This is an optimization exercise on Yosys and OpenROAD, whose aim is small area and a short achievable clock period, not a production implementation. Function was checked by simulation only, so behaviour that the tests miss may differ from the original.

## 04-04
==> flow/design.v (excerpt) <==
module rv32i_top #(parameter n = 32)
                (
                input  logic clk,
                input  logic reset_n,
                output logic [n-1:0] imem_addr,
                input  logic [n-1:0] imem_rdata,
                output logic [n-1:0] dmem_addr,
                output logic dmem_re,
                output logic [3:0] dmem_wstrb,
                output logic [n-1:0] dmem_wdata,
                input  logic [n-1:0] dmem_rdata
                );
    logic [31:0] inst;
    logic [31:0] pc;
    assign inst = imem_rdata;
    assign imem_addr = pc;
    logic [6:0] op;
    logic [2:0] f3;
    assign op = inst[6:0];
    assign f3 = inst[14:12];
    logic is_r, is_i, is_load, is_store, is_branch, is_jal, is_jalr, is_lui, is_auipc;
    assign is_r      = (op == 7'b0110011);
    assign is_i      = (op == 7'b0010011);
    assign is_load   = (op == 7'b0000011);
    assign is_store  = (op == 7'b0100011);
  ...
==> flow/config.mk <==
export PLATFORM = sky130hd
export DESIGN_NAME = rv32i_top
export DESIGN_NICKNAME = rv32i_top
export VERILOG_FILES = /design/flow/design.v
export SDC_FILE = /design/flow/constraint.sdc
export NUM_CORES = 4
export LEC_CHECK = 0
export CAP_MARGIN = 20
export CORE_MARGIN = 2
export CORE_UTILIZATION = 50
export CTS_BUF_LIST = sky130_fd_sc_hd__clkbuf_16
export CTS_CLUSTER_DIAMETER = 80
export CTS_CLUSTER_SIZE = 20
export PLACE_DENSITY = 0.75
export SETUP_SLACK_MARGIN = 3.8
export SLEW_MARGIN = 20
export SYNTH_HIERARCHICAL = 1
export TNS_END_PERCENT = 5
==> flow/constraint.sdc <==
create_clock -name core_clock -period 11.5 [get_ports {clk}]
set_input_delay 2.3000 -clock core_clock [delete_from_list [all_inputs] [get_ports {clk}]]
set_output_delay 2.3000 -clock core_clock [all_outputs]
set_load 0.01 [all_outputs]
standard.sh (not shown) runs the stock make flow with config.mk's settings and CLKGATE_MAP_FILE= SYNTH_SCRIPT=/design/flow/synth_recipe.tcl, a recipe that flattens the netlist after the stock synthesis.
==> flow/flow/run.sh <==
#!/bin/bash
# Layout flow: the standard flow (standard.sh, unchanged synthesis and
# steps), except that buffer_ports gives every input and output port a
# sky130_fd_sc_hd__buf_2 instead of its default pick (clkdlybuf4s50_1, a slow
# delay buffer). The full make output goes to standard.log in the work folder;
# ORFS keeps its per-step logs under orfs/logs.
set -euo pipefail
export BUFFER_PORTS_ARGS="-buffer_cell sky130_fd_sc_hd__buf_2"
bash standard.sh > standard.log 2>&1
The inputs of 10-15 differ from those of 04-04 as listed below.
# 04-04
export LEC_CHECK = 0
export CAP_MARGIN = 20
export CORE_MARGIN = 2
export CORE_UTILIZATION = 50
export CTS_BUF_LIST = sky130_fd_sc_hd__clkbuf_16
export CTS_CLUSTER_DIAMETER = 80
export CTS_CLUSTER_SIZE = 20
export PLACE_DENSITY = 0.75
export SETUP_SLACK_MARGIN = 3.8
export SLEW_MARGIN = 20
export SYNTH_HIERARCHICAL = 1
export TNS_END_PERCENT = 5
create_clock -name core_clock -period 11.5 [get_ports {clk}]
# 10-15
export LEC_CHECK = 0
export CAP_MARGIN = 20
export CORE_MARGIN = 2
export CORE_UTILIZATION = 50
export CTS_BUF_LIST = sky130_fd_sc_hd__clkbuf_16
export CTS_CLUSTER_DIAMETER = 100
export CTS_CLUSTER_SIZE = 24
export PLACE_DENSITY = 0.65
export SETUP_SLACK_MARGIN = 3.6
export SLEW_MARGIN = 20
export SYNTH_HIERARCHICAL = 1
export TNS_END_PERCENT = 5
create_clock -name core_clock -period 11.5 [get_ports {clk}]
Notes after the runs:
10-15 finished all stages; the layout is clean. Final weighted congestion of routability-driven global placement: 10-15 > 04-04. From 04-04 to 10-15 the numbers moved as follows: fraction of area in registers shows an increase of 1.2 points, wire length has decreased, setup slack lower, number of stages on the worst hold path level. 04-04 → 10-15: area growth from synthesis to final layout -4.0 points, number of cells traversed by the worst register-to-register path -1, global-route usage ~0 delta. Re CTS clock-pin slew for the worst setup and hold paths: 10-15 and 04-04 aren't equal, and the higher value belongs to 10-15. dmem_addr[15] as the capturing element of the worst setup path was reported by 10-15, and dmem_addr[18] by 04-04.

port drivers added, routing unchanged:
No port has a modelled driver above. Below, the same layouts with a new extraction and two added sets of constraints.
Step 1 (the two cells are an assumption about what drives the block):
set clk [get_ports {clk}]
set_driving_cell -lib_cell sky130_fd_sc_hd__clkbuf_16 $clk
set_driving_cell -lib_cell sky130_fd_sc_hd__buf_2 [delete_from_list [all_inputs] $clk]
Step 2, shift: input delay + t, output delay - t, t = (earliest + latest rising clock arrival at the registers) / 2. This alone moves slack from input paths to output paths.
Three values: ideal, step 1, step 2; two values: the first two.
run	t (ns)	slack for setup (ns)	clock arrival spread, ns
04-04	0.799	3.382 / 3.298 / 2.753	0.045 / 0.045
10-15	0.767	3.341 / 3.273 / 2.613	0.058 / 0.058
After both steps every run listed still meets setup and hold. The setup slack of 10-15, which loses most, moves by -0.068 ns with the drivers and by -0.728 ns with both steps.
